This is an optimization exercise on Yosys and OpenROAD, whose aim is small area and a short achievable clock period, not a production implementation.
The RTL was checked by simulation tests, not by an equivalence proof against the original design.
No activity file was given, so power comes from the tool's default toggle rates.

<file path="design.v">
module address_decode_4_2
(
input wire[3:0] addr_raw,
input wire selector_enabled,
output wire[15:0] addr_selector
);
wire[4:0] r_0_addr;
wire[4:0] r_1_addr;
assign r_0_addr[0] = (addr_raw[1:0]==2'b00) ?1'b1:1'b0;
assign r_0_addr[1] = (addr_raw[1:0]==2'b01) ?1'b1:1'b0;
assign r_0_addr[2] = (addr_raw[1:0]==2'b10) ?1'b1:1'b0;
assign r_0_addr[3] = (addr_raw[1:0]==2'b11) ?1'b1:1'b0;
assign r_1_addr[0] = (addr_raw[3:2]==2'b00) ?1'b1:1'b0;
assign r_1_addr[1] = (addr_raw[3:2]==2'b01) ?1'b1:1'b0;
assign r_1_addr[2] = (addr_raw[3:2]==2'b10) ?1'b1:1'b0;
assign r_1_addr[3] = (addr_raw[3:2]==2'b11) ?1'b1:1'b0;
assign addr_selector = {r_1_addr[3]&r_0_addr[3]&selector_enabled,
r_1_addr[3]&r_0_addr[2]&selector_enabled,
r_1_addr[3]&r_0_addr[1]&selector_enabled,
r_1_addr[3]&r_0_addr[0]&selector_enabled,
r_1_addr[2]&r_0_addr[3]&selector_enabled,
r_1_addr[2]&r_0_addr[2]&selector_enabled,
r_1_addr[2]&r_0_addr[1]&selector_enabled,
r_1_addr[2]&r_0_addr[0]&selector_enabled,
r_1_addr[1]&r_0_addr[3]&selector_enabled,
r_1_addr[1]&r_0_addr[2]&selector_enabled,
r_1_addr[1]&r_0_addr[1]&selector_enabled,
r_1_addr[1]&r_0_addr[0]&selector_enabled,
r_1_addr[0]&r_0_addr[3]&selector_enabled,
r_1_addr[0]&r_0_addr[2]&selector_enabled,
r_1_addr[0]&r_0_addr[1]&selector_enabled,
r_1_addr[0]&r_0_addr[0]&selector_enabled};
endmodule
module memory_4
(input wire clk,
input wire write_en,
input wire[15:0] addr_selector_1,
input wire[15:0] addr_selector_2,
input wire[15:0] data_in,
output reg[15:0] data_out
);
reg[15:0] r_0_0;
reg[15:0] r_0_1;
reg[15:0] r_0_2;
reg[15:0] r_0_3;
reg[15:0] r_0_4;
reg[15:0] r_0_5;
reg[15:0] r_0_6;
reg[15:0] r_0_7;
reg[15:0] r_0_8;
reg[15:0] r_0_9;
reg[15:0] r_0_10;
reg[15:0] r_0_11;
reg[15:0] r_0_12;
reg[15:0] r_0_13;
reg[15:0] r_0_14;
reg[15:0] r_0_15;
reg[15:0] r_1_0;
reg[15:0] r_1_1;
reg[15:0] r_1_2;
reg[15:0] r_1_3;
reg[15:0] r_1_4;
reg[15:0] r_1_5;
reg[15:0] r_1_6;
reg[15:0] r_1_7;
reg[15:0] r_1_8;
reg[15:0] r_1_9;
reg[15:0] r_1_10;
reg[15:0] r_1_11;
reg[15:0] r_1_12;
reg[15:0] r_1_13;
reg[15:0] r_1_14;
reg[15:0] r_1_15;
reg[15:0] r_2_0;
reg[15:0] r_2_1;
reg[15:0] r_2_2;
reg[15:0] r_2_3;
reg[15:0] r_2_4;
reg[15:0] r_2_5;
reg[15:0] r_2_6;
reg[15:0] r_2_7;
reg[15:0] r_2_8;
reg[15:0] r_2_9;
reg[15:0] r_2_10;
reg[15:0] r_2_11;
reg[15:0] r_2_12;
reg[15:0] r_2_13;
reg[15:0] r_2_14;
reg[15:0] r_2_15;
reg[15:0] r_3_0;
reg[15:0] r_3_1;
reg[15:0] r_3_2;
reg[15:0] r_3_3;
reg[15:0] r_3_4;
reg[15:0] r_3_5;
reg[15:0] r_3_6;
reg[15:0] r_3_7;
reg[15:0] r_3_8;
reg[15:0] r_3_9;
reg[15:0] r_3_10;
reg[15:0] r_3_11;
reg[15:0] r_3_12;
reg[15:0] r_3_13;
reg[15:0] r_3_14;
reg[15:0] r_3_15;
reg[15:0] r_4_0;
reg[15:0] r_4_1;
reg[15:0] r_4_2;
reg[15:0] r_4_3;
reg[15:0] r_4_4;
reg[15:0] r_4_5;
reg[15:0] r_4_6;
reg[15:0] r_4_7;
reg[15:0] r_4_8;
reg[15:0] r_4_9;
reg[15:0] r_4_10;
reg[15:0] r_4_11;
reg[15:0] r_4_12;
reg[15:0] r_4_13;
reg[15:0] r_4_14;
reg[15:0] r_4_15;
reg[15:0] r_5_0;
reg[15:0] r_5_1;
reg[15:0] r_5_2;
reg[15:0] r_5_3;
reg[15:0] r_5_4;
reg[15:0] r_5_5;
reg[15:0] r_5_6;
reg[15:0] r_5_7;
reg[15:0] r_5_8;
reg[15:0] r_5_9;
reg[15:0] r_5_10;
reg[15:0] r_5_11;
reg[15:0] r_5_12;
reg[15:0] r_5_13;
reg[15:0] r_5_14;
reg[15:0] r_5_15;
reg[15:0] r_6_0;
reg[15:0] r_6_1;
reg[15:0] r_6_2;
reg[15:0] r_6_3;
reg[15:0] r_6_4;
reg[15:0] r_6_5;
reg[15:0] r_6_6;
reg[15:0] r_6_7;
reg[15:0] r_6_8;
reg[15:0] r_6_9;
reg[15:0] r_6_10;
reg[15:0] r_6_11;
reg[15:0] r_6_12;
reg[15:0] r_6_13;
reg[15:0] r_6_14;
reg[15:0] r_6_15;
reg[15:0] r_7_0;
reg[15:0] r_7_1;
reg[15:0] r_7_2;
reg[15:0] r_7_3;
reg[15:0] r_7_4;
reg[15:0] r_7_5;
reg[15:0] r_7_6;
reg[15:0] r_7_7;
reg[15:0] r_7_8;
reg[15:0] r_7_9;
reg[15:0] r_7_10;
reg[15:0] r_7_11;
reg[15:0] r_7_12;
reg[15:0] r_7_13;
reg[15:0] r_7_14;
reg[15:0] r_7_15;
reg[15:0] r_8_0;
reg[15:0] r_8_1;
reg[15:0] r_8_2;
reg[15:0] r_8_3;
reg[15:0] r_8_4;
reg[15:0] r_8_5;
reg[15:0] r_8_6;
reg[15:0] r_8_7;
reg[15:0] r_8_8;
reg[15:0] r_8_9;
reg[15:0] r_8_10;
reg[15:0] r_8_11;
reg[15:0] r_8_12;
reg[15:0] r_8_13;
reg[15:0] r_8_14;
reg[15:0] r_8_15;
reg[15:0] r_9_0;
reg[15:0] r_9_1;
reg[15:0] r_9_2;
reg[15:0] r_9_3;
reg[15:0] r_9_4;
reg[15:0] r_9_5;
reg[15:0] r_9_6;
reg[15:0] r_9_7;
reg[15:0] r_9_8;
reg[15:0] r_9_9;
reg[15:0] r_9_10;
reg[15:0] r_9_11;
reg[15:0] r_9_12;
reg[15:0] r_9_13;
reg[15:0] r_9_14;
reg[15:0] r_9_15;
reg[15:0] r_10_0;
reg[15:0] r_10_1;
reg[15:0] r_10_2;
reg[15:0] r_10_3;
reg[15:0] r_10_4;
reg[15:0] r_10_5;
reg[15:0] r_10_6;
reg[15:0] r_10_7;
reg[15:0] r_10_8;
reg[15:0] r_10_9;
reg[15:0] r_10_10;
reg[15:0] r_10_11;
reg[15:0] r_10_12;
reg[15:0] r_10_13;
reg[15:0] r_10_14;
reg[15:0] r_10_15;
reg[15:0] r_11_0;
reg[15:0] r_11_1;
reg[15:0] r_11_2;
reg[15:0] r_11_3;
reg[15:0] r_11_4;
reg[15:0] r_11_5;
reg[15:0] r_11_6;
reg[15:0] r_11_7;
reg[15:0] r_11_8;
reg[15:0] r_11_9;
reg[15:0] r_11_10;
reg[15:0] r_11_11;
reg[15:0] r_11_12;
reg[15:0] r_11_13;
reg[15:0] r_11_14;
reg[15:0] r_11_15;
reg[15:0] r_12_0;
reg[15:0] r_12_1;
reg[15:0] r_12_2;
reg[15:0] r_12_3;
reg[15:0] r_12_4;
reg[15:0] r_12_5;
reg[15:0] r_12_6;
reg[15:0] r_12_7;
reg[15:0] r_12_8;
reg[15:0] r_12_9;
reg[15:0] r_12_10;
reg[15:0] r_12_11;
reg[15:0] r_12_12;
reg[15:0] r_12_13;
reg[15:0] r_12_14;
reg[15:0] r_12_15;
reg[15:0] r_13_0;
reg[15:0] r_13_1;
reg[15:0] r_13_2;
reg[15:0] r_13_3;
reg[15:0] r_13_4;
reg[15:0] r_13_5;
reg[15:0] r_13_6;
reg[15:0] r_13_7;
reg[15:0] r_13_8;
reg[15:0] r_13_9;
reg[15:0] r_13_10;
reg[15:0] r_13_11;
reg[15:0] r_13_12;
reg[15:0] r_13_13;
reg[15:0] r_13_14;
reg[15:0] r_13_15;
reg[15:0] r_14_0;
reg[15:0] r_14_1;
reg[15:0] r_14_2;
reg[15:0] r_14_3;
reg[15:0] r_14_4;
reg[15:0] r_14_5;
reg[15:0] r_14_6;
reg[15:0] r_14_7;
reg[15:0] r_14_8;
reg[15:0] r_14_9;
reg[15:0] r_14_10;
reg[15:0] r_14_11;
reg[15:0] r_14_12;
reg[15:0] r_14_13;
reg[15:0] r_14_14;
reg[15:0] r_14_15;
reg[15:0] r_15_0;
reg[15:0] r_15_1;
reg[15:0] r_15_2;
reg[15:0] r_15_3;
reg[15:0] r_15_4;
reg[15:0] r_15_5;
reg[15:0] r_15_6;
reg[15:0] r_15_7;
reg[15:0] r_15_8;
reg[15:0] r_15_9;
reg[15:0] r_15_10;
reg[15:0] r_15_11;
reg[15:0] r_15_12;
reg[15:0] r_15_13;
reg[15:0] r_15_14;
reg[15:0] r_15_15;
always@(posedge clk)
begin
	data_out <= 16'd0;
	if (addr_selector_1[0]&addr_selector_2[0])
	begin
		data_out <= r_0_0;
		if (write_en==1'b1)
			r_0_0 <= data_in;
	end
	if (addr_selector_1[0]&addr_selector_2[1])
	begin
		data_out <= r_0_1;
		if (write_en==1'b1)
			r_0_1 <= data_in;
	end
	if (addr_selector_1[0]&addr_selector_2[2])
	begin
		data_out <= r_0_2;
		if (write_en==1'b1)
			r_0_2 <= data_in;
	end
	if (addr_selector_1[0]&addr_selector_2[3])
	begin
		data_out <= r_0_3;
		if (write_en==1'b1)
			r_0_3 <= data_in;
	end
	if (addr_selector_1[0]&addr_selector_2[4])
	begin
		data_out <= r_0_4;
		if (write_en==1'b1)
			r_0_4 <= data_in;
	end
	if (addr_selector_1[0]&addr_selector_2[5])
	begin
		data_out <= r_0_5;
		if (write_en==1'b1)
			r_0_5 <= data_in;
	end
	if (addr_selector_1[0]&addr_selector_2[6])
	begin
		data_out <= r_0_6;
		if (write_en==1'b1)
			r_0_6 <= data_in;
	end
	if (addr_selector_1[0]&addr_selector_2[7])
	begin
		data_out <= r_0_7;
		if (write_en==1'b1)
			r_0_7 <= data_in;
	end
	if (addr_selector_1[0]&addr_selector_2[8])
	begin
		data_out <= r_0_8;
		if (write_en==1'b1)
			r_0_8 <= data_in;
	end
	if (addr_selector_1[0]&addr_selector_2[9])
	begin
		data_out <= r_0_9;
		if (write_en==1'b1)
			r_0_9 <= data_in;
	end
	if (addr_selector_1[0]&addr_selector_2[10])
	begin
		data_out <= r_0_10;
		if (write_en==1'b1)
			r_0_10 <= data_in;
	end
	if (addr_selector_1[0]&addr_selector_2[11])
	begin
		data_out <= r_0_11;
		if (write_en==1'b1)
			r_0_11 <= data_in;
	end
	if (addr_selector_1[0]&addr_selector_2[12])
	begin
		data_out <= r_0_12;
		if (write_en==1'b1)
			r_0_12 <= data_in;
	end
	if (addr_selector_1[0]&addr_selector_2[13])
	begin
		data_out <= r_0_13;
		if (write_en==1'b1)
			r_0_13 <= data_in;
	end
	if (addr_selector_1[0]&addr_selector_2[14])
	begin
		data_out <= r_0_14;
		if (write_en==1'b1)
			r_0_14 <= data_in;
	end
	if (addr_selector_1[0]&addr_selector_2[15])
	begin
		data_out <= r_0_15;
		if (write_en==1'b1)
			r_0_15 <= data_in;
	end
	if (addr_selector_1[1]&addr_selector_2[0])
	begin
		data_out <= r_1_0;
		if (write_en==1'b1)
			r_1_0 <= data_in;
	end
	if (addr_selector_1[1]&addr_selector_2[1])
	begin
		data_out <= r_1_1;
		if (write_en==1'b1)
			r_1_1 <= data_in;
	end
	if (addr_selector_1[1]&addr_selector_2[2])
	begin
		data_out <= r_1_2;
		if (write_en==1'b1)
			r_1_2 <= data_in;
	end
	if (addr_selector_1[1]&addr_selector_2[3])
	begin
		data_out <= r_1_3;
		if (write_en==1'b1)
			r_1_3 <= data_in;
	end
	if (addr_selector_1[1]&addr_selector_2[4])
	begin
		data_out <= r_1_4;
		if (write_en==1'b1)
			r_1_4 <= data_in;
	end
	if (addr_selector_1[1]&addr_selector_2[5])
	begin
		data_out <= r_1_5;
		if (write_en==1'b1)
			r_1_5 <= data_in;
	end
	if (addr_selector_1[1]&addr_selector_2[6])
	begin
		data_out <= r_1_6;
		if (write_en==1'b1)
			r_1_6 <= data_in;
	end
	if (addr_selector_1[1]&addr_selector_2[7])
	begin
		data_out <= r_1_7;
		if (write_en==1'b1)
			r_1_7 <= data_in;
	end
	if (addr_selector_1[1]&addr_selector_2[8])
	begin
		data_out <= r_1_8;
		if (write_en==1'b1)
			r_1_8 <= data_in;
	end
	if (addr_selector_1[1]&addr_selector_2[9])
	begin
		data_out <= r_1_9;
		if (write_en==1'b1)
			r_1_9 <= data_in;
	end
	if (addr_selector_1[1]&addr_selector_2[10])
	begin
		data_out <= r_1_10;
		if (write_en==1'b1)
			r_1_10 <= data_in;
	end
	if (addr_selector_1[1]&addr_selector_2[11])
	begin
		data_out <= r_1_11;
		if (write_en==1'b1)
			r_1_11 <= data_in;
	end
	if (addr_selector_1[1]&addr_selector_2[12])
	begin
		data_out <= r_1_12;
		if (write_en==1'b1)
			r_1_12 <= data_in;
	end
	if (addr_selector_1[1]&addr_selector_2[13])
	begin
		data_out <= r_1_13;
		if (write_en==1'b1)
			r_1_13 <= data_in;
	end
	if (addr_selector_1[1]&addr_selector_2[14])
	begin
		data_out <= r_1_14;
		if (write_en==1'b1)
			r_1_14 <= data_in;
	end
	if (addr_selector_1[1]&addr_selector_2[15])
	begin
		data_out <= r_1_15;
		if (write_en==1'b1)
			r_1_15 <= data_in;
	end
	if (addr_selector_1[2]&addr_selector_2[0])
	begin
		data_out <= r_2_0;
		if (write_en==1'b1)
			r_2_0 <= data_in;
	end
	if (addr_selector_1[2]&addr_selector_2[1])
	begin
		data_out <= r_2_1;
		if (write_en==1'b1)
			r_2_1 <= data_in;
	end
	if (addr_selector_1[2]&addr_selector_2[2])
	begin
		data_out <= r_2_2;
		if (write_en==1'b1)
			r_2_2 <= data_in;
	end
	if (addr_selector_1[2]&addr_selector_2[3])
	begin
		data_out <= r_2_3;
		if (write_en==1'b1)
			r_2_3 <= data_in;
	end
	if (addr_selector_1[2]&addr_selector_2[4])
	begin
		data_out <= r_2_4;
		if (write_en==1'b1)
			r_2_4 <= data_in;
	end
	if (addr_selector_1[2]&addr_selector_2[5])
	begin
		data_out <= r_2_5;
		if (write_en==1'b1)
			r_2_5 <= data_in;
	end
	if (addr_selector_1[2]&addr_selector_2[6])
	begin
		data_out <= r_2_6;
		if (write_en==1'b1)
			r_2_6 <= data_in;
	end
	if (addr_selector_1[2]&addr_selector_2[7])
	begin
		data_out <= r_2_7;
		if (write_en==1'b1)
			r_2_7 <= data_in;
	end
	if (addr_selector_1[2]&addr_selector_2[8])
	begin
		data_out <= r_2_8;
		if (write_en==1'b1)
			r_2_8 <= data_in;
	end
	if (addr_selector_1[2]&addr_selector_2[9])
	begin
		data_out <= r_2_9;
		if (write_en==1'b1)
			r_2_9 <= data_in;
	end
	if (addr_selector_1[2]&addr_selector_2[10])
	begin
		data_out <= r_2_10;
		if (write_en==1'b1)
			r_2_10 <= data_in;
	end
	if (addr_selector_1[2]&addr_selector_2[11])
	begin
		data_out <= r_2_11;
		if (write_en==1'b1)
			r_2_11 <= data_in;
	end
	if (addr_selector_1[2]&addr_selector_2[12])
	begin
		data_out <= r_2_12;
		if (write_en==1'b1)
			r_2_12 <= data_in;
	end
	if (addr_selector_1[2]&addr_selector_2[13])
	begin
		data_out <= r_2_13;
		if (write_en==1'b1)
			r_2_13 <= data_in;
	end
	if (addr_selector_1[2]&addr_selector_2[14])
	begin
		data_out <= r_2_14;
		if (write_en==1'b1)
			r_2_14 <= data_in;
	end
	if (addr_selector_1[2]&addr_selector_2[15])
	begin
		data_out <= r_2_15;
		if (write_en==1'b1)
			r_2_15 <= data_in;
	end
	if (addr_selector_1[3]&addr_selector_2[0])
	begin
		data_out <= r_3_0;
		if (write_en==1'b1)
			r_3_0 <= data_in;
	end
	if (addr_selector_1[3]&addr_selector_2[1])
	begin
		data_out <= r_3_1;
		if (write_en==1'b1)
			r_3_1 <= data_in;
	end
	if (addr_selector_1[3]&addr_selector_2[2])
	begin
		data_out <= r_3_2;
		if (write_en==1'b1)
			r_3_2 <= data_in;
	end
	if (addr_selector_1[3]&addr_selector_2[3])
	begin
		data_out <= r_3_3;
		if (write_en==1'b1)
			r_3_3 <= data_in;
	end
	if (addr_selector_1[3]&addr_selector_2[4])
	begin
		data_out <= r_3_4;
		if (write_en==1'b1)
			r_3_4 <= data_in;
	end
	if (addr_selector_1[3]&addr_selector_2[5])
	begin
		data_out <= r_3_5;
		if (write_en==1'b1)
			r_3_5 <= data_in;
	end
	if (addr_selector_1[3]&addr_selector_2[6])
	begin
		data_out <= r_3_6;
		if (write_en==1'b1)
			r_3_6 <= data_in;
	end
	if (addr_selector_1[3]&addr_selector_2[7])
	begin
		data_out <= r_3_7;
		if (write_en==1'b1)
			r_3_7 <= data_in;
	end
	if (addr_selector_1[3]&addr_selector_2[8])
	begin
		data_out <= r_3_8;
		if (write_en==1'b1)
			r_3_8 <= data_in;
	end
	if (addr_selector_1[3]&addr_selector_2[9])
	begin
		data_out <= r_3_9;
		if (write_en==1'b1)
			r_3_9 <= data_in;
	end
	if (addr_selector_1[3]&addr_selector_2[10])
	begin
		data_out <= r_3_10;
		if (write_en==1'b1)
			r_3_10 <= data_in;
	end
	if (addr_selector_1[3]&addr_selector_2[11])
	begin
		data_out <= r_3_11;
		if (write_en==1'b1)
			r_3_11 <= data_in;
	end
	if (addr_selector_1[3]&addr_selector_2[12])
	begin
		data_out <= r_3_12;
		if (write_en==1'b1)
			r_3_12 <= data_in;
	end
	if (addr_selector_1[3]&addr_selector_2[13])
	begin
		data_out <= r_3_13;
		if (write_en==1'b1)
			r_3_13 <= data_in;
	end
	if (addr_selector_1[3]&addr_selector_2[14])
	begin
		data_out <= r_3_14;
		if (write_en==1'b1)
			r_3_14 <= data_in;
	end
	if (addr_selector_1[3]&addr_selector_2[15])
	begin
		data_out <= r_3_15;
		if (write_en==1'b1)
			r_3_15 <= data_in;
	end
	if (addr_selector_1[4]&addr_selector_2[0])
	begin
		data_out <= r_4_0;
		if (write_en==1'b1)
			r_4_0 <= data_in;
	end
	if (addr_selector_1[4]&addr_selector_2[1])
	begin
		data_out <= r_4_1;
		if (write_en==1'b1)
			r_4_1 <= data_in;
	end
	if (addr_selector_1[4]&addr_selector_2[2])
	begin
		data_out <= r_4_2;
		if (write_en==1'b1)
			r_4_2 <= data_in;
	end
	if (addr_selector_1[4]&addr_selector_2[3])
	begin
		data_out <= r_4_3;
		if (write_en==1'b1)
			r_4_3 <= data_in;
	end
	if (addr_selector_1[4]&addr_selector_2[4])
	begin
		data_out <= r_4_4;
		if (write_en==1'b1)
			r_4_4 <= data_in;
	end
	if (addr_selector_1[4]&addr_selector_2[5])
	begin
		data_out <= r_4_5;
		if (write_en==1'b1)
			r_4_5 <= data_in;
	end
	if (addr_selector_1[4]&addr_selector_2[6])
	begin
		data_out <= r_4_6;
		if (write_en==1'b1)
			r_4_6 <= data_in;
	end
	if (addr_selector_1[4]&addr_selector_2[7])
	begin
		data_out <= r_4_7;
		if (write_en==1'b1)
			r_4_7 <= data_in;
	end
	if (addr_selector_1[4]&addr_selector_2[8])
	begin
		data_out <= r_4_8;
		if (write_en==1'b1)
			r_4_8 <= data_in;
	end
	if (addr_selector_1[4]&addr_selector_2[9])
	begin
		data_out <= r_4_9;
		if (write_en==1'b1)
			r_4_9 <= data_in;
	end
	if (addr_selector_1[4]&addr_selector_2[10])
	begin
		data_out <= r_4_10;
		if (write_en==1'b1)
			r_4_10 <= data_in;
	end
	if (addr_selector_1[4]&addr_selector_2[11])
	begin
		data_out <= r_4_11;
		if (write_en==1'b1)
			r_4_11 <= data_in;
	end
	if (addr_selector_1[4]&addr_selector_2[12])
	begin
		data_out <= r_4_12;
		if (write_en==1'b1)
			r_4_12 <= data_in;
	end
	if (addr_selector_1[4]&addr_selector_2[13])
	begin
		data_out <= r_4_13;
		if (write_en==1'b1)
			r_4_13 <= data_in;
	end
	if (addr_selector_1[4]&addr_selector_2[14])
	begin
		data_out <= r_4_14;
		if (write_en==1'b1)
			r_4_14 <= data_in;
	end
	if (addr_selector_1[4]&addr_selector_2[15])
	begin
		data_out <= r_4_15;
		if (write_en==1'b1)
			r_4_15 <= data_in;
	end
	if (addr_selector_1[5]&addr_selector_2[0])
	begin
		data_out <= r_5_0;
		if (write_en==1'b1)
			r_5_0 <= data_in;
	end
	if (addr_selector_1[5]&addr_selector_2[1])
	begin
		data_out <= r_5_1;
		if (write_en==1'b1)
			r_5_1 <= data_in;
	end
	if (addr_selector_1[5]&addr_selector_2[2])
	begin
		data_out <= r_5_2;
		if (write_en==1'b1)
			r_5_2 <= data_in;
	end
	if (addr_selector_1[5]&addr_selector_2[3])
	begin
		data_out <= r_5_3;
		if (write_en==1'b1)
			r_5_3 <= data_in;
	end
	if (addr_selector_1[5]&addr_selector_2[4])
	begin
		data_out <= r_5_4;
		if (write_en==1'b1)
			r_5_4 <= data_in;
	end
	if (addr_selector_1[5]&addr_selector_2[5])
	begin
		data_out <= r_5_5;
		if (write_en==1'b1)
			r_5_5 <= data_in;
	end
	if (addr_selector_1[5]&addr_selector_2[6])
	begin
		data_out <= r_5_6;
		if (write_en==1'b1)
			r_5_6 <= data_in;
	end
	if (addr_selector_1[5]&addr_selector_2[7])
	begin
		data_out <= r_5_7;
		if (write_en==1'b1)
			r_5_7 <= data_in;
	end
	if (addr_selector_1[5]&addr_selector_2[8])
	begin
		data_out <= r_5_8;
		if (write_en==1'b1)
			r_5_8 <= data_in;
	end
	if (addr_selector_1[5]&addr_selector_2[9])
	begin
		data_out <= r_5_9;
		if (write_en==1'b1)
			r_5_9 <= data_in;
	end
	if (addr_selector_1[5]&addr_selector_2[10])
	begin
		data_out <= r_5_10;
		if (write_en==1'b1)
			r_5_10 <= data_in;
	end
	if (addr_selector_1[5]&addr_selector_2[11])
	begin
		data_out <= r_5_11;
		if (write_en==1'b1)
			r_5_11 <= data_in;
	end
	if (addr_selector_1[5]&addr_selector_2[12])
	begin
		data_out <= r_5_12;
		if (write_en==1'b1)
			r_5_12 <= data_in;
	end
	if (addr_selector_1[5]&addr_selector_2[13])
	begin
		data_out <= r_5_13;
		if (write_en==1'b1)
			r_5_13 <= data_in;
	end
	if (addr_selector_1[5]&addr_selector_2[14])
	begin
		data_out <= r_5_14;
		if (write_en==1'b1)
			r_5_14 <= data_in;
	end
	if (addr_selector_1[5]&addr_selector_2[15])
	begin
		data_out <= r_5_15;
		if (write_en==1'b1)
			r_5_15 <= data_in;
	end
	if (addr_selector_1[6]&addr_selector_2[0])
	begin
		data_out <= r_6_0;
		if (write_en==1'b1)
			r_6_0 <= data_in;
	end
	if (addr_selector_1[6]&addr_selector_2[1])
	begin
		data_out <= r_6_1;
		if (write_en==1'b1)
			r_6_1 <= data_in;
	end
	if (addr_selector_1[6]&addr_selector_2[2])
	begin
		data_out <= r_6_2;
		if (write_en==1'b1)
			r_6_2 <= data_in;
	end
	if (addr_selector_1[6]&addr_selector_2[3])
	begin
		data_out <= r_6_3;
		if (write_en==1'b1)
			r_6_3 <= data_in;
	end
	if (addr_selector_1[6]&addr_selector_2[4])
	begin
		data_out <= r_6_4;
		if (write_en==1'b1)
			r_6_4 <= data_in;
	end
	if (addr_selector_1[6]&addr_selector_2[5])
	begin
		data_out <= r_6_5;
		if (write_en==1'b1)
			r_6_5 <= data_in;
	end
	if (addr_selector_1[6]&addr_selector_2[6])
	begin
		data_out <= r_6_6;
		if (write_en==1'b1)
			r_6_6 <= data_in;
	end
	if (addr_selector_1[6]&addr_selector_2[7])
	begin
		data_out <= r_6_7;
		if (write_en==1'b1)
			r_6_7 <= data_in;
	end
	if (addr_selector_1[6]&addr_selector_2[8])
	begin
		data_out <= r_6_8;
		if (write_en==1'b1)
			r_6_8 <= data_in;
	end
	if (addr_selector_1[6]&addr_selector_2[9])
	begin
		data_out <= r_6_9;
		if (write_en==1'b1)
			r_6_9 <= data_in;
	end
	if (addr_selector_1[6]&addr_selector_2[10])
	begin
		data_out <= r_6_10;
		if (write_en==1'b1)
			r_6_10 <= data_in;
	end
	if (addr_selector_1[6]&addr_selector_2[11])
	begin
		data_out <= r_6_11;
		if (write_en==1'b1)
			r_6_11 <= data_in;
	end
	if (addr_selector_1[6]&addr_selector_2[12])
	begin
		data_out <= r_6_12;
		if (write_en==1'b1)
			r_6_12 <= data_in;
	end
	if (addr_selector_1[6]&addr_selector_2[13])
	begin
		data_out <= r_6_13;
		if (write_en==1'b1)
			r_6_13 <= data_in;
	end
	if (addr_selector_1[6]&addr_selector_2[14])
	begin
		data_out <= r_6_14;
		if (write_en==1'b1)
			r_6_14 <= data_in;
	end
	if (addr_selector_1[6]&addr_selector_2[15])
	begin
		data_out <= r_6_15;
		if (write_en==1'b1)
			r_6_15 <= data_in;
	end
	if (addr_selector_1[7]&addr_selector_2[0])
	begin
		data_out <= r_7_0;
		if (write_en==1'b1)
			r_7_0 <= data_in;
	end
	if (addr_selector_1[7]&addr_selector_2[1])
	begin
		data_out <= r_7_1;
		if (write_en==1'b1)
			r_7_1 <= data_in;
	end
	if (addr_selector_1[7]&addr_selector_2[2])
	begin
		data_out <= r_7_2;
		if (write_en==1'b1)
			r_7_2 <= data_in;
	end
	if (addr_selector_1[7]&addr_selector_2[3])
	begin
		data_out <= r_7_3;
		if (write_en==1'b1)
			r_7_3 <= data_in;
	end
	if (addr_selector_1[7]&addr_selector_2[4])
	begin
		data_out <= r_7_4;
		if (write_en==1'b1)
			r_7_4 <= data_in;
	end
	if (addr_selector_1[7]&addr_selector_2[5])
	begin
		data_out <= r_7_5;
		if (write_en==1'b1)
			r_7_5 <= data_in;
	end
	if (addr_selector_1[7]&addr_selector_2[6])
	begin
		data_out <= r_7_6;
		if (write_en==1'b1)
			r_7_6 <= data_in;
	end
	if (addr_selector_1[7]&addr_selector_2[7])
	begin
		data_out <= r_7_7;
		if (write_en==1'b1)
			r_7_7 <= data_in;
	end
	if (addr_selector_1[7]&addr_selector_2[8])
	begin
		data_out <= r_7_8;
		if (write_en==1'b1)
			r_7_8 <= data_in;
	end
	if (addr_selector_1[7]&addr_selector_2[9])
	begin
		data_out <= r_7_9;
		if (write_en==1'b1)
			r_7_9 <= data_in;
	end
	if (addr_selector_1[7]&addr_selector_2[10])
	begin
		data_out <= r_7_10;
		if (write_en==1'b1)
			r_7_10 <= data_in;
	end
	if (addr_selector_1[7]&addr_selector_2[11])
	begin
		data_out <= r_7_11;
		if (write_en==1'b1)
			r_7_11 <= data_in;
	end
	if (addr_selector_1[7]&addr_selector_2[12])
	begin
		data_out <= r_7_12;
		if (write_en==1'b1)
			r_7_12 <= data_in;
	end
	if (addr_selector_1[7]&addr_selector_2[13])
	begin
		data_out <= r_7_13;
		if (write_en==1'b1)
			r_7_13 <= data_in;
	end
	if (addr_selector_1[7]&addr_selector_2[14])
	begin
		data_out <= r_7_14;
		if (write_en==1'b1)
			r_7_14 <= data_in;
	end
	if (addr_selector_1[7]&addr_selector_2[15])
	begin
		data_out <= r_7_15;
		if (write_en==1'b1)
			r_7_15 <= data_in;
	end
	if (addr_selector_1[8]&addr_selector_2[0])
	begin
		data_out <= r_8_0;
		if (write_en==1'b1)
			r_8_0 <= data_in;
	end
	if (addr_selector_1[8]&addr_selector_2[1])
	begin
		data_out <= r_8_1;
		if (write_en==1'b1)
			r_8_1 <= data_in;
	end
	if (addr_selector_1[8]&addr_selector_2[2])
	begin
		data_out <= r_8_2;
		if (write_en==1'b1)
			r_8_2 <= data_in;
	end
	if (addr_selector_1[8]&addr_selector_2[3])
	begin
		data_out <= r_8_3;
		if (write_en==1'b1)
			r_8_3 <= data_in;
	end
	if (addr_selector_1[8]&addr_selector_2[4])
	begin
		data_out <= r_8_4;
		if (write_en==1'b1)
			r_8_4 <= data_in;
	end
	if (addr_selector_1[8]&addr_selector_2[5])
	begin
		data_out <= r_8_5;
		if (write_en==1'b1)
			r_8_5 <= data_in;
	end
	if (addr_selector_1[8]&addr_selector_2[6])
	begin
		data_out <= r_8_6;
		if (write_en==1'b1)
			r_8_6 <= data_in;
	end
	if (addr_selector_1[8]&addr_selector_2[7])
	begin
		data_out <= r_8_7;
		if (write_en==1'b1)
			r_8_7 <= data_in;
	end
	if (addr_selector_1[8]&addr_selector_2[8])
	begin
		data_out <= r_8_8;
		if (write_en==1'b1)
			r_8_8 <= data_in;
	end
	if (addr_selector_1[8]&addr_selector_2[9])
	begin
		data_out <= r_8_9;
		if (write_en==1'b1)
			r_8_9 <= data_in;
	end
	if (addr_selector_1[8]&addr_selector_2[10])
	begin
		data_out <= r_8_10;
		if (write_en==1'b1)
			r_8_10 <= data_in;
	end
	if (addr_selector_1[8]&addr_selector_2[11])
	begin
		data_out <= r_8_11;
		if (write_en==1'b1)
			r_8_11 <= data_in;
	end
	if (addr_selector_1[8]&addr_selector_2[12])
	begin
		data_out <= r_8_12;
		if (write_en==1'b1)
			r_8_12 <= data_in;
	end
	if (addr_selector_1[8]&addr_selector_2[13])
	begin
		data_out <= r_8_13;
		if (write_en==1'b1)
			r_8_13 <= data_in;
	end
	if (addr_selector_1[8]&addr_selector_2[14])
	begin
		data_out <= r_8_14;
		if (write_en==1'b1)
			r_8_14 <= data_in;
	end
	if (addr_selector_1[8]&addr_selector_2[15])
	begin
		data_out <= r_8_15;
		if (write_en==1'b1)
			r_8_15 <= data_in;
	end
	if (addr_selector_1[9]&addr_selector_2[0])
	begin
		data_out <= r_9_0;
		if (write_en==1'b1)
			r_9_0 <= data_in;
	end
	if (addr_selector_1[9]&addr_selector_2[1])
	begin
		data_out <= r_9_1;
		if (write_en==1'b1)
			r_9_1 <= data_in;
	end
	if (addr_selector_1[9]&addr_selector_2[2])
	begin
		data_out <= r_9_2;
		if (write_en==1'b1)
			r_9_2 <= data_in;
	end
	if (addr_selector_1[9]&addr_selector_2[3])
	begin
		data_out <= r_9_3;
		if (write_en==1'b1)
			r_9_3 <= data_in;
	end
	if (addr_selector_1[9]&addr_selector_2[4])
	begin
		data_out <= r_9_4;
		if (write_en==1'b1)
			r_9_4 <= data_in;
	end
	if (addr_selector_1[9]&addr_selector_2[5])
	begin
		data_out <= r_9_5;
		if (write_en==1'b1)
			r_9_5 <= data_in;
	end
	if (addr_selector_1[9]&addr_selector_2[6])
	begin
		data_out <= r_9_6;
		if (write_en==1'b1)
			r_9_6 <= data_in;
	end
	if (addr_selector_1[9]&addr_selector_2[7])
	begin
		data_out <= r_9_7;
		if (write_en==1'b1)
			r_9_7 <= data_in;
	end
	if (addr_selector_1[9]&addr_selector_2[8])
	begin
		data_out <= r_9_8;
		if (write_en==1'b1)
			r_9_8 <= data_in;
	end
	if (addr_selector_1[9]&addr_selector_2[9])
	begin
		data_out <= r_9_9;
		if (write_en==1'b1)
			r_9_9 <= data_in;
	end
	if (addr_selector_1[9]&addr_selector_2[10])
	begin
		data_out <= r_9_10;
		if (write_en==1'b1)
			r_9_10 <= data_in;
	end
	if (addr_selector_1[9]&addr_selector_2[11])
	begin
		data_out <= r_9_11;
		if (write_en==1'b1)
			r_9_11 <= data_in;
	end
	if (addr_selector_1[9]&addr_selector_2[12])
	begin
		data_out <= r_9_12;
		if (write_en==1'b1)
			r_9_12 <= data_in;
	end
	if (addr_selector_1[9]&addr_selector_2[13])
	begin
		data_out <= r_9_13;
		if (write_en==1'b1)
			r_9_13 <= data_in;
	end
	if (addr_selector_1[9]&addr_selector_2[14])
	begin
		data_out <= r_9_14;
		if (write_en==1'b1)
			r_9_14 <= data_in;
	end
	if (addr_selector_1[9]&addr_selector_2[15])
	begin
		data_out <= r_9_15;
		if (write_en==1'b1)
			r_9_15 <= data_in;
	end
	if (addr_selector_1[10]&addr_selector_2[0])
	begin
		data_out <= r_10_0;
		if (write_en==1'b1)
			r_10_0 <= data_in;
	end
	if (addr_selector_1[10]&addr_selector_2[1])
	begin
		data_out <= r_10_1;
		if (write_en==1'b1)
			r_10_1 <= data_in;
	end
	if (addr_selector_1[10]&addr_selector_2[2])
	begin
		data_out <= r_10_2;
		if (write_en==1'b1)
			r_10_2 <= data_in;
	end
	if (addr_selector_1[10]&addr_selector_2[3])
	begin
		data_out <= r_10_3;
		if (write_en==1'b1)
			r_10_3 <= data_in;
	end
	if (addr_selector_1[10]&addr_selector_2[4])
	begin
		data_out <= r_10_4;
		if (write_en==1'b1)
			r_10_4 <= data_in;
	end
	if (addr_selector_1[10]&addr_selector_2[5])
	begin
		data_out <= r_10_5;
		if (write_en==1'b1)
			r_10_5 <= data_in;
	end
	if (addr_selector_1[10]&addr_selector_2[6])
	begin
		data_out <= r_10_6;
		if (write_en==1'b1)
			r_10_6 <= data_in;
	end
	if (addr_selector_1[10]&addr_selector_2[7])
	begin
		data_out <= r_10_7;
		if (write_en==1'b1)
			r_10_7 <= data_in;
	end
	if (addr_selector_1[10]&addr_selector_2[8])
	begin
		data_out <= r_10_8;
		if (write_en==1'b1)
			r_10_8 <= data_in;
	end
	if (addr_selector_1[10]&addr_selector_2[9])
	begin
		data_out <= r_10_9;
		if (write_en==1'b1)
			r_10_9 <= data_in;
	end
	if (addr_selector_1[10]&addr_selector_2[10])
	begin
		data_out <= r_10_10;
		if (write_en==1'b1)
			r_10_10 <= data_in;
	end
	if (addr_selector_1[10]&addr_selector_2[11])
	begin
		data_out <= r_10_11;
		if (write_en==1'b1)
			r_10_11 <= data_in;
	end
	if (addr_selector_1[10]&addr_selector_2[12])
	begin
		data_out <= r_10_12;
		if (write_en==1'b1)
			r_10_12 <= data_in;
	end
	if (addr_selector_1[10]&addr_selector_2[13])
	begin
		data_out <= r_10_13;
		if (write_en==1'b1)
			r_10_13 <= data_in;
	end
	if (addr_selector_1[10]&addr_selector_2[14])
	begin
		data_out <= r_10_14;
		if (write_en==1'b1)
			r_10_14 <= data_in;
	end
	if (addr_selector_1[10]&addr_selector_2[15])
	begin
		data_out <= r_10_15;
		if (write_en==1'b1)
			r_10_15 <= data_in;
	end
	if (addr_selector_1[11]&addr_selector_2[0])
	begin
		data_out <= r_11_0;
		if (write_en==1'b1)
			r_11_0 <= data_in;
	end
	if (addr_selector_1[11]&addr_selector_2[1])
	begin
		data_out <= r_11_1;
		if (write_en==1'b1)
			r_11_1 <= data_in;
	end
	if (addr_selector_1[11]&addr_selector_2[2])
	begin
		data_out <= r_11_2;
		if (write_en==1'b1)
			r_11_2 <= data_in;
	end
	if (addr_selector_1[11]&addr_selector_2[3])
	begin
		data_out <= r_11_3;
		if (write_en==1'b1)
			r_11_3 <= data_in;
	end
	if (addr_selector_1[11]&addr_selector_2[4])
	begin
		data_out <= r_11_4;
		if (write_en==1'b1)
			r_11_4 <= data_in;
	end
	if (addr_selector_1[11]&addr_selector_2[5])
	begin
		data_out <= r_11_5;
		if (write_en==1'b1)
			r_11_5 <= data_in;
	end
	if (addr_selector_1[11]&addr_selector_2[6])
	begin
		data_out <= r_11_6;
		if (write_en==1'b1)
			r_11_6 <= data_in;
	end
	if (addr_selector_1[11]&addr_selector_2[7])
	begin
		data_out <= r_11_7;
		if (write_en==1'b1)
			r_11_7 <= data_in;
	end
	if (addr_selector_1[11]&addr_selector_2[8])
	begin
		data_out <= r_11_8;
		if (write_en==1'b1)
			r_11_8 <= data_in;
	end
	if (addr_selector_1[11]&addr_selector_2[9])
	begin
		data_out <= r_11_9;
		if (write_en==1'b1)
			r_11_9 <= data_in;
	end
	if (addr_selector_1[11]&addr_selector_2[10])
	begin
		data_out <= r_11_10;
		if (write_en==1'b1)
			r_11_10 <= data_in;
	end
	if (addr_selector_1[11]&addr_selector_2[11])
	begin
		data_out <= r_11_11;
		if (write_en==1'b1)
			r_11_11 <= data_in;
	end
	if (addr_selector_1[11]&addr_selector_2[12])
	begin
		data_out <= r_11_12;
		if (write_en==1'b1)
			r_11_12 <= data_in;
	end
	if (addr_selector_1[11]&addr_selector_2[13])
	begin
		data_out <= r_11_13;
		if (write_en==1'b1)
			r_11_13 <= data_in;
	end
	if (addr_selector_1[11]&addr_selector_2[14])
	begin
		data_out <= r_11_14;
		if (write_en==1'b1)
			r_11_14 <= data_in;
	end
	if (addr_selector_1[11]&addr_selector_2[15])
	begin
		data_out <= r_11_15;
		if (write_en==1'b1)
			r_11_15 <= data_in;
	end
	if (addr_selector_1[12]&addr_selector_2[0])
	begin
		data_out <= r_12_0;
		if (write_en==1'b1)
			r_12_0 <= data_in;
	end
	if (addr_selector_1[12]&addr_selector_2[1])
	begin
		data_out <= r_12_1;
		if (write_en==1'b1)
			r_12_1 <= data_in;
	end
	if (addr_selector_1[12]&addr_selector_2[2])
	begin
		data_out <= r_12_2;
		if (write_en==1'b1)
			r_12_2 <= data_in;
	end
	if (addr_selector_1[12]&addr_selector_2[3])
	begin
		data_out <= r_12_3;
		if (write_en==1'b1)
			r_12_3 <= data_in;
	end
	if (addr_selector_1[12]&addr_selector_2[4])
	begin
		data_out <= r_12_4;
		if (write_en==1'b1)
			r_12_4 <= data_in;
	end
	if (addr_selector_1[12]&addr_selector_2[5])
	begin
		data_out <= r_12_5;
		if (write_en==1'b1)
			r_12_5 <= data_in;
	end
	if (addr_selector_1[12]&addr_selector_2[6])
	begin
		data_out <= r_12_6;
		if (write_en==1'b1)
			r_12_6 <= data_in;
	end
	if (addr_selector_1[12]&addr_selector_2[7])
	begin
		data_out <= r_12_7;
		if (write_en==1'b1)
			r_12_7 <= data_in;
	end
	if (addr_selector_1[12]&addr_selector_2[8])
	begin
		data_out <= r_12_8;
		if (write_en==1'b1)
			r_12_8 <= data_in;
	end
	if (addr_selector_1[12]&addr_selector_2[9])
	begin
		data_out <= r_12_9;
		if (write_en==1'b1)
			r_12_9 <= data_in;
	end
	if (addr_selector_1[12]&addr_selector_2[10])
	begin
		data_out <= r_12_10;
		if (write_en==1'b1)
			r_12_10 <= data_in;
	end
	if (addr_selector_1[12]&addr_selector_2[11])
	begin
		data_out <= r_12_11;
		if (write_en==1'b1)
			r_12_11 <= data_in;
	end
	if (addr_selector_1[12]&addr_selector_2[12])
	begin
		data_out <= r_12_12;
		if (write_en==1'b1)
			r_12_12 <= data_in;
	end
	if (addr_selector_1[12]&addr_selector_2[13])
	begin
		data_out <= r_12_13;
		if (write_en==1'b1)
			r_12_13 <= data_in;
	end
	if (addr_selector_1[12]&addr_selector_2[14])
	begin
		data_out <= r_12_14;
		if (write_en==1'b1)
			r_12_14 <= data_in;
	end
	if (addr_selector_1[12]&addr_selector_2[15])
	begin
		data_out <= r_12_15;
		if (write_en==1'b1)
			r_12_15 <= data_in;
	end
	if (addr_selector_1[13]&addr_selector_2[0])
	begin
		data_out <= r_13_0;
		if (write_en==1'b1)
			r_13_0 <= data_in;
	end
	if (addr_selector_1[13]&addr_selector_2[1])
	begin
		data_out <= r_13_1;
		if (write_en==1'b1)
			r_13_1 <= data_in;
	end
	if (addr_selector_1[13]&addr_selector_2[2])
	begin
		data_out <= r_13_2;
		if (write_en==1'b1)
			r_13_2 <= data_in;
	end
	if (addr_selector_1[13]&addr_selector_2[3])
	begin
		data_out <= r_13_3;
		if (write_en==1'b1)
			r_13_3 <= data_in;
	end
	if (addr_selector_1[13]&addr_selector_2[4])
	begin
		data_out <= r_13_4;
		if (write_en==1'b1)
			r_13_4 <= data_in;
	end
	if (addr_selector_1[13]&addr_selector_2[5])
	begin
		data_out <= r_13_5;
		if (write_en==1'b1)
			r_13_5 <= data_in;
	end
	if (addr_selector_1[13]&addr_selector_2[6])
	begin
		data_out <= r_13_6;
		if (write_en==1'b1)
			r_13_6 <= data_in;
	end
	if (addr_selector_1[13]&addr_selector_2[7])
	begin
		data_out <= r_13_7;
		if (write_en==1'b1)
			r_13_7 <= data_in;
	end
	if (addr_selector_1[13]&addr_selector_2[8])
	begin
		data_out <= r_13_8;
		if (write_en==1'b1)
			r_13_8 <= data_in;
	end
	if (addr_selector_1[13]&addr_selector_2[9])
	begin
		data_out <= r_13_9;
		if (write_en==1'b1)
			r_13_9 <= data_in;
	end
	if (addr_selector_1[13]&addr_selector_2[10])
	begin
		data_out <= r_13_10;
		if (write_en==1'b1)
			r_13_10 <= data_in;
	end
	if (addr_selector_1[13]&addr_selector_2[11])
	begin
		data_out <= r_13_11;
		if (write_en==1'b1)
			r_13_11 <= data_in;
	end
	if (addr_selector_1[13]&addr_selector_2[12])
	begin
		data_out <= r_13_12;
		if (write_en==1'b1)
			r_13_12 <= data_in;
	end
	if (addr_selector_1[13]&addr_selector_2[13])
	begin
		data_out <= r_13_13;
		if (write_en==1'b1)
			r_13_13 <= data_in;
	end
	if (addr_selector_1[13]&addr_selector_2[14])
	begin
		data_out <= r_13_14;
		if (write_en==1'b1)
			r_13_14 <= data_in;
	end
	if (addr_selector_1[13]&addr_selector_2[15])
	begin
		data_out <= r_13_15;
		if (write_en==1'b1)
			r_13_15 <= data_in;
	end
	if (addr_selector_1[14]&addr_selector_2[0])
	begin
		data_out <= r_14_0;
		if (write_en==1'b1)
			r_14_0 <= data_in;
	end
	if (addr_selector_1[14]&addr_selector_2[1])
	begin
		data_out <= r_14_1;
		if (write_en==1'b1)
			r_14_1 <= data_in;
	end
	if (addr_selector_1[14]&addr_selector_2[2])
	begin
		data_out <= r_14_2;
		if (write_en==1'b1)
			r_14_2 <= data_in;
	end
	if (addr_selector_1[14]&addr_selector_2[3])
	begin
		data_out <= r_14_3;
		if (write_en==1'b1)
			r_14_3 <= data_in;
	end
	if (addr_selector_1[14]&addr_selector_2[4])
	begin
		data_out <= r_14_4;
		if (write_en==1'b1)
			r_14_4 <= data_in;
	end
	if (addr_selector_1[14]&addr_selector_2[5])
	begin
		data_out <= r_14_5;
		if (write_en==1'b1)
			r_14_5 <= data_in;
	end
	if (addr_selector_1[14]&addr_selector_2[6])
	begin
		data_out <= r_14_6;
		if (write_en==1'b1)
			r_14_6 <= data_in;
	end
	if (addr_selector_1[14]&addr_selector_2[7])
	begin
		data_out <= r_14_7;
		if (write_en==1'b1)
			r_14_7 <= data_in;
	end
	if (addr_selector_1[14]&addr_selector_2[8])
	begin
		data_out <= r_14_8;
		if (write_en==1'b1)
			r_14_8 <= data_in;
	end
	if (addr_selector_1[14]&addr_selector_2[9])
	begin
		data_out <= r_14_9;
		if (write_en==1'b1)
			r_14_9 <= data_in;
	end
	if (addr_selector_1[14]&addr_selector_2[10])
	begin
		data_out <= r_14_10;
		if (write_en==1'b1)
			r_14_10 <= data_in;
	end
	if (addr_selector_1[14]&addr_selector_2[11])
	begin
		data_out <= r_14_11;
		if (write_en==1'b1)
			r_14_11 <= data_in;
	end
	if (addr_selector_1[14]&addr_selector_2[12])
	begin
		data_out <= r_14_12;
		if (write_en==1'b1)
			r_14_12 <= data_in;
	end
	if (addr_selector_1[14]&addr_selector_2[13])
	begin
		data_out <= r_14_13;
		if (write_en==1'b1)
			r_14_13 <= data_in;
	end
	if (addr_selector_1[14]&addr_selector_2[14])
	begin
		data_out <= r_14_14;
		if (write_en==1'b1)
			r_14_14 <= data_in;
	end
	if (addr_selector_1[14]&addr_selector_2[15])
	begin
		data_out <= r_14_15;
		if (write_en==1'b1)
			r_14_15 <= data_in;
	end
	if (addr_selector_1[15]&addr_selector_2[0])
	begin
		data_out <= r_15_0;
		if (write_en==1'b1)
			r_15_0 <= data_in;
	end
	if (addr_selector_1[15]&addr_selector_2[1])
	begin
		data_out <= r_15_1;
		if (write_en==1'b1)
			r_15_1 <= data_in;
	end
	if (addr_selector_1[15]&addr_selector_2[2])
	begin
		data_out <= r_15_2;
		if (write_en==1'b1)
			r_15_2 <= data_in;
	end
	if (addr_selector_1[15]&addr_selector_2[3])
	begin
		data_out <= r_15_3;
		if (write_en==1'b1)
			r_15_3 <= data_in;
	end
	if (addr_selector_1[15]&addr_selector_2[4])
	begin
		data_out <= r_15_4;
		if (write_en==1'b1)
			r_15_4 <= data_in;
	end
	if (addr_selector_1[15]&addr_selector_2[5])
	begin
		data_out <= r_15_5;
		if (write_en==1'b1)
			r_15_5 <= data_in;
	end
	if (addr_selector_1[15]&addr_selector_2[6])
	begin
		data_out <= r_15_6;
		if (write_en==1'b1)
			r_15_6 <= data_in;
	end
	if (addr_selector_1[15]&addr_selector_2[7])
	begin
		data_out <= r_15_7;
		if (write_en==1'b1)
			r_15_7 <= data_in;
	end
	if (addr_selector_1[15]&addr_selector_2[8])
	begin
		data_out <= r_15_8;
		if (write_en==1'b1)
			r_15_8 <= data_in;
	end
	if (addr_selector_1[15]&addr_selector_2[9])
	begin
		data_out <= r_15_9;
		if (write_en==1'b1)
			r_15_9 <= data_in;
	end
	if (addr_selector_1[15]&addr_selector_2[10])
	begin
		data_out <= r_15_10;
		if (write_en==1'b1)
			r_15_10 <= data_in;
	end
	if (addr_selector_1[15]&addr_selector_2[11])
	begin
		data_out <= r_15_11;
		if (write_en==1'b1)
			r_15_11 <= data_in;
	end
	if (addr_selector_1[15]&addr_selector_2[12])
	begin
		data_out <= r_15_12;
		if (write_en==1'b1)
			r_15_12 <= data_in;
	end
	if (addr_selector_1[15]&addr_selector_2[13])
	begin
		data_out <= r_15_13;
		if (write_en==1'b1)
			r_15_13 <= data_in;
	end
	if (addr_selector_1[15]&addr_selector_2[14])
	begin
		data_out <= r_15_14;
		if (write_en==1'b1)
			r_15_14 <= data_in;
	end
	if (addr_selector_1[15]&addr_selector_2[15])
	begin
		data_out <= r_15_15;
		if (write_en==1'b1)
			r_15_15 <= data_in;
	end
end
endmodule
module block_address_decode_2
(
input wire[1:0] addr_raw,
output wire[3:0] addr_selector
);
wire[4:0] r_0_addr;
assign r_0_addr[0] = (addr_raw[1:0]==2'b00) ?1'b1:1'b0;
assign r_0_addr[1] = (addr_raw[1:0]==2'b01) ?1'b1:1'b0;
assign r_0_addr[2] = (addr_raw[1:0]==2'b10) ?1'b1:1'b0;
assign r_0_addr[3] = (addr_raw[1:0]==2'b11) ?1'b1:1'b0;
assign addr_selector = {r_0_addr[3],
r_0_addr[2],
r_0_addr[1],
r_0_addr[0]};
endmodule
module memory_bulk_4
(input wire clk,
input wire write_en,
input wire[9:0] addr_selector,
input wire[15:0] data_in,
output wire[15:0] data_out
);
wire[1:0] block_addr = addr_selector[9:8];
wire[3:0] addr_1 = addr_selector[7:4];
wire[3:0] addr_2 = addr_selector[3:0];
wire[3:0] block_addr_sel;
wire[15:0] addr_sel_1_0;
wire[15:0] addr_sel_1_1;
wire[15:0] addr_sel_1_2;
wire[15:0] addr_sel_1_3;
wire[15:0] addr_sel_2;
block_address_decode_2 block_addr_decode(block_addr, block_addr_sel);
address_decode_4_2  column_addr_decode   (addr_2,1'b1,addr_sel_2);
address_decode_4_2  decod_0 (addr_1,block_addr_sel[0],addr_sel_1_0);
address_decode_4_2  decod_1 (addr_1,block_addr_sel[1],addr_sel_1_1);
address_decode_4_2  decod_2 (addr_1,block_addr_sel[2],addr_sel_1_2);
address_decode_4_2  decod_3 (addr_1,block_addr_sel[3],addr_sel_1_3);
wire[15:0] data_out_0;
wire[15:0] data_out_1;
wire[15:0] data_out_2;
wire[15:0] data_out_3;
memory_4 mem_0 (clk, write_en,addr_sel_1_0,addr_sel_2, data_in, data_out_0);
memory_4 mem_1 (clk, write_en,addr_sel_1_1,addr_sel_2, data_in, data_out_1);
memory_4 mem_2 (clk, write_en,addr_sel_1_2,addr_sel_2, data_in, data_out_2);
memory_4 mem_3 (clk, write_en,addr_sel_1_3,addr_sel_2, data_in, data_out_3);
assign data_out = {data_out_0[15]|data_out_1[15]|data_out_2[15]|data_out_3[15],
data_out_0[14]|data_out_1[14]|data_out_2[14]|data_out_3[14],
data_out_0[13]|data_out_1[13]|data_out_2[13]|data_out_3[13],
data_out_0[12]|data_out_1[12]|data_out_2[12]|data_out_3[12],
data_out_0[11]|data_out_1[11]|data_out_2[11]|data_out_3[11],
data_out_0[10]|data_out_1[10]|data_out_2[10]|data_out_3[10],
data_out_0[9]|data_out_1[9]|data_out_2[9]|data_out_3[9],
data_out_0[8]|data_out_1[8]|data_out_2[8]|data_out_3[8],
data_out_0[7]|data_out_1[7]|data_out_2[7]|data_out_3[7],
data_out_0[6]|data_out_1[6]|data_out_2[6]|data_out_3[6],
data_out_0[5]|data_out_1[5]|data_out_2[5]|data_out_3[5],
data_out_0[4]|data_out_1[4]|data_out_2[4]|data_out_3[4],
data_out_0[3]|data_out_1[3]|data_out_2[3]|data_out_3[3],
data_out_0[2]|data_out_1[2]|data_out_2[2]|data_out_3[2],
data_out_0[1]|data_out_1[1]|data_out_2[1]|data_out_3[1],
data_out_0[0]|data_out_1[0]|data_out_2[0]|data_out_3[0]};
endmodule
</file>
<file path="run.sh">
#!/bin/bash
# synth_recipe.tcl (not shown) runs the flow's synth.tcl, then flattens the netlist and writes it again
# the make line also repeats each setting of config.mk as NAME=value (left out here)
make -C /OpenROAD-flow-scripts/flow DESIGN_CONFIG=/design/flow/config.mk WORK_HOME=/design/flow/orfs CLKGATE_MAP_FILE= SYNTH_SCRIPT=/design/flow/synth_recipe.tcl finish
</file>
<file path="config.mk">
export PLATFORM = sky130hd
export DESIGN_NAME = memory_bulk_4
export DESIGN_NICKNAME = memory_bulk_4
export VERILOG_FILES = /design/flow/design.v
export SDC_FILE = /design/flow/constraint.sdc
export NUM_CORES = 8
export LEC_CHECK = 0
export CAP_MARGIN = 40
export CORE_MARGIN = 2
export CORE_UTILIZATION = 30
export PLACE_DENSITY = 0.35
export SETUP_SLACK_MARGIN = 0.5
export SLEW_MARGIN = 40
</file>
<file path="constraint.sdc">
create_clock -name core_clock -period 8.0 [get_ports {clk}]
set_input_delay 1.6000 -clock core_clock [delete_from_list [all_inputs] [get_ports {clk}]]
set_output_delay 1.6000 -clock core_clock [all_outputs]
set_load 0.01 [all_outputs]
</file>
==> key figures <==
STA
  – Endpoints failing setup: 0
  – Hold Fails Final Rpt: 0
  – Period Utilization, post-route: ~90%
  – Max_slew headroom: a little over an eighth
  – Final worst path period need: roughly 7300 ps
  – Pins Over Slew Limit: 0
  – Fmax: about 0.14 GHz
  – Slew @ Worst Pin: roughly 1300 ps
  – RSZ-0062 raised after global routing: no
  – Worst Skew: approximately 90 ps
  – Total negative slack: 0 ps

Layout
  – Final #Nets: ~50,000
  – P&R area growth vs syn: 21.5%
  – Layout cells sized above 1: between 10% and 20%
  – Fill cells: 213,170

Routing
  – Initial DRC count: 97,044
  – Metal2 WL: approximately 1900 mm
  – Vias per Instance: 6.44
  – Post-route ant nets: 0
  – Post-Route WL: 4350 mm
  – Remaining DRCs: 0
  – First-pass iteration count of the detailed router: 8
  – Top Metal Used: met5
  – Wl on met1: between 1500 and 2000 mm
  – Metal3 WL: 445 mm
  – Vias: between 500k and 600k
  – DR WL/cell: 52.8 um

Hold path
  – Worst min-delay path category: input port to flip-flop
  – Hold EP: mem_1.r_14_2[7]
  – WHS Path Cells: 1
  – Worst Hold Launch: data_in[7]

Clocking
  – Worst-path clk slew: ~60 ps
  – CTS Buf Count: slightly above 2,000
  – Root buf cell: clkbuf_16
  – Buffer count from post-CTS setup fixing: 0
  – Max Root-Sink Buffers: 6
  – Clock latency at the later pin of the worst-skew pair: around 1700 ps
  – Cts hold-fix bufs: 0
  – CTS tree: done
  – Clock Sinks: ~16,000
  – H-tree depth: 8
  – Post-cts sizing count: 0

Synthesis
  – Synthesized net count: 46,427
  – Sequential area share after synthesis: between 70% and 80%
  – Cell taking the most area after synthesis: edfxtp_1
  – Ys async rst share: 0%
  – Synth Instances: about 46,000
  – Synth top area share: approximately three quarters
  – Leading register cell type out of synthesis: edfxtp_1
  – Top cells by area, synth: edfxtp_1, o21ai_0, a21oi_1, nor2_1, o22ai_1
  – Post-synth EDFFs: 16,384
  – Register bit total from synthesis: roughly 16,000
  – Synthesized cell area: between 600,000 and 700,000 sq um
  – Syn_area_per_cell: between 10 and 15 sq um
  – Ys Warns: 1
  – Synth cell types: about 120

Power
  – Logic gate share of total power: 6.3%
  – Reg power frac: 47.6%
  – Worst VDD drop: between 0.0002 and 0.0003 V
  – Clk network pwr share: between 40 and 50%
  – NetSw: approximately 50 mW
  – Total power: 200 mW
  – Pwr dens: 246 nW/um^2
  – Sw frac: approximately 25%
  – P_int: between 100 and 150 mW
  – Static leakage: around 260 nW

Floorplanning
  – Die area: ~2,200,000 sq um
  – Die Span Y: between 1 and 1.5 mm
  – Die span in x: between 1 and 1.5 mm
  – CORE AREA: between 2,000,000 and 2,500,000 sq um
  – Top-Level Pins: between 40 and 50
  – Starting density of the core: 30.1%
  – Row count: between 500 and 600

GRT
  – Largest net degree at the start of global routing: 123
  – First-pass GRT wire length: 5490 mm
  – Antenna violations before repair: between 800 and 900
  – Congestion Overflow GR: 0
  – Vias in the first global route: about 490k
  – GR Util All Layers: 37.2%

Worst setup path
  – R2R Path Start: mem_3.r_2_6[12]
  – FF-to-FF End: mem_3.data_out[12]
  – Slowest stage delay, CP: ~760 ps
  – Endpoint class of the critical path: flip-flop
  – CP arrival: 8850 ps
  – Worst R2R Path Depth: 14
  – Critical Path RT: approximately 9600 ps
  – Worst-path cell chain: clkdlybuf4s50_1 -> buf_4 -> nand2_4 -> buf_4 -> nor2_4 -> buf_4 -> nand2_1 -> o22a_1 -> nand4_1 -> inv_1 -> a21oi_1 -> o2111ai_2 -> o221ai_2 -> buf_4 -> nor3b_2 -> buf_4 -> a211o_1
  – Most common cell on crit path: buf_4
  – Critical Path Source: addr_selector[5]
  – Worst path buffer plus inverter count: 7
  – Crit path max-delay cell type: o221ai_2
  – Critical path class: input port to flip-flop
  – Worst Path Max Fanout: 35
  – R2R Setup Slk: roughly 2600 ps
  – Top delay family on crit path: buffers and inverters
  – Startpoint types: input port

Job
  – Maxcap violations: 0

Place
  – Placed wire-length estimate: 3010 mm
  – GP Congestion: ~0.94
  – PortBufs: 43

Outcome
  – Status: no timing/DRC/antenna violations
## cell type report
class	instances	area, sq um	area share [%]
well taps	29700	37200	4.57
clock inverters	952	8420	1.04
inverters	42	193	0.0237
multi-input cells	26667	168000	20.6
flip-flops and latches	16448	493000	60.7
clock buffers	2684	55500	6.82
repair buffers	5022	48800	6.00
diodes	914	2290	0.281
## routing by layer
layer	GRT usage, %	vias up
met5	0	-
met3	9.06	7493
li1	-	197914
met4	20.0	252
met1	49.8	285136
met2	55.9	39706
## Yosys cell counts (337+ instances only)
| library cell | number |
|---|---|
| nor3_1 | 780 |
| clkbuf_1 | 1375 |
| nand3_1 | 780 |
| edfxtp_1 | 16384 |
| a221oi_1 | 986 |
| a22oi_1 | 1239 |
| nand2_1 | 2805 |
| mux2i_1 | 514 |
| o21ai_0 | 3373 |
| a21oi_1 | 2973 |
| a31oi_1 | 381 |
| nor2_1 | 3418 |
| a211oi_1 | 590 |
| buf_2 | 1312 |
| o211ai_1 | 509 |
| buf_1 | 337 |
| and3_1 | 708 |
| o22ai_1 | 1910 |
| o221ai_1 | 708 |
## metrics by stage
stage / hold slack, ps / cell area [sq um] / std cells / setup slack [ps] / util, %
2_1_floorplan: 431 / 669000 / 46399 / 2800 / -
3_3_place_gp: 494 / 741000 / 77703 / -2280 / 33.3
3_5_place_dp: 485 / 746000 / 77850 / -804 / 33.5
4_1_cts: 303 / 810000 / 81486 / 903 / 36.4
5_1_grt: 314 / 812000 / 81955 / 961 / 36.5
6_report: 342 / 813000 / 82429 / 725 / 36.5
## cell usage in the layout (no fill, tap or decap), types with 231 or more instances in the layout
master,n
o2111ai_1,270
nor2_1,3062
mux2i_1,512
o22ai_1,1906
diode_2,914
clkbuf_16,2128
edfxtp_1,16384
nor3_1,692
nand4_1,304
nand2_1,2727
buf_4,4091
a211oi_1,552
clkbuf_1,542
a221o_1,307
a22o_1,234
nor2_2,248
buf_12,752
a221oi_1,974
o211ai_1,509
mux2_2,252
nor4_1,249
nand3_1,777
a31oi_1,362
o221ai_1,688
clkinv_1,432
and3_2,515
o21ai_0,3260
a22oi_1,1239
a21oi_1,2939
clkinv_2,231
## worst max path at each step
| stage | cells past startpoint | endpoint |
|---|---|---|
| 3_5_place_dp | 16 | mem_0.data_out[12] |
| 3_3_place_gp | 19 | mem_3.data_out[8] |
| 2_1_floorplan | 13 | mem_0.r_0_2[0] |
| 4_1_cts | 16 | mem_0.data_out[12] |
| 6_report | 17 | mem_0.data_out[9] |
| 5_1_grt | 17 | mem_0.data_out[9] |
## cell families (layout without fill, tap and decap cells)
group	Yosys count	count (layout)	share of synthesized area [%]
flip-flops	16448	16448	73.7
AO/OA/AOI/OAI	15649	15649	15.7
AND/OR/NAND/NOR	10228	10228	7.12
buffers and inverters	3284	8700	2.23
multiplexers	788	788	1.27
XOR/XNOR	2	2	0.00374
other	0	914	0
## power by group through the flow
| stage | logic [mW] | registers (mW) | clock network [mW] |
|---|---|---|---|
| after floorplan | 2.80 | 96.7 | 0 |
| after global routing | 12.1 | 95.1 | 95.6 |
| final | 12.5 | 95.1 | 92.1 |
| after CTS | 12.0 | 95.1 | 92.5 |
| after global placement | 11.8 | 96.9 | 0 |
| after detailed placement | 11.9 | 96.9 | 0 |

==> port drivers added, routing unchanged <==
The flow's constraints put no driver on any port. The routed layout listed below was extracted and timed again, unchanged, in two steps.
Step 1 sets driving cells, clkbuf_16 on the clock port and buf_2 on the other inputs (assumed; they add their load-dependent delay and slew).
Step 2 moves the port delays by t, midway between the first and last clock arrival at a register: inputs arrive t later, outputs are due t later. That takes back most of the time a late clock gives input paths.
Slacks: no drivers / after step 1 / after step 2; pairs: no drivers / after step 1.
t, ns: 1.865
setup WS [ns]: 0.725 / 0.929 / -0.936
worst setup path after step 2: input to register
Met with ideal ports but missed after step 2: setup timing in this run. The setup slack of this run moves by +0.204 ns with the drivers and by -1.661 ns with both steps.
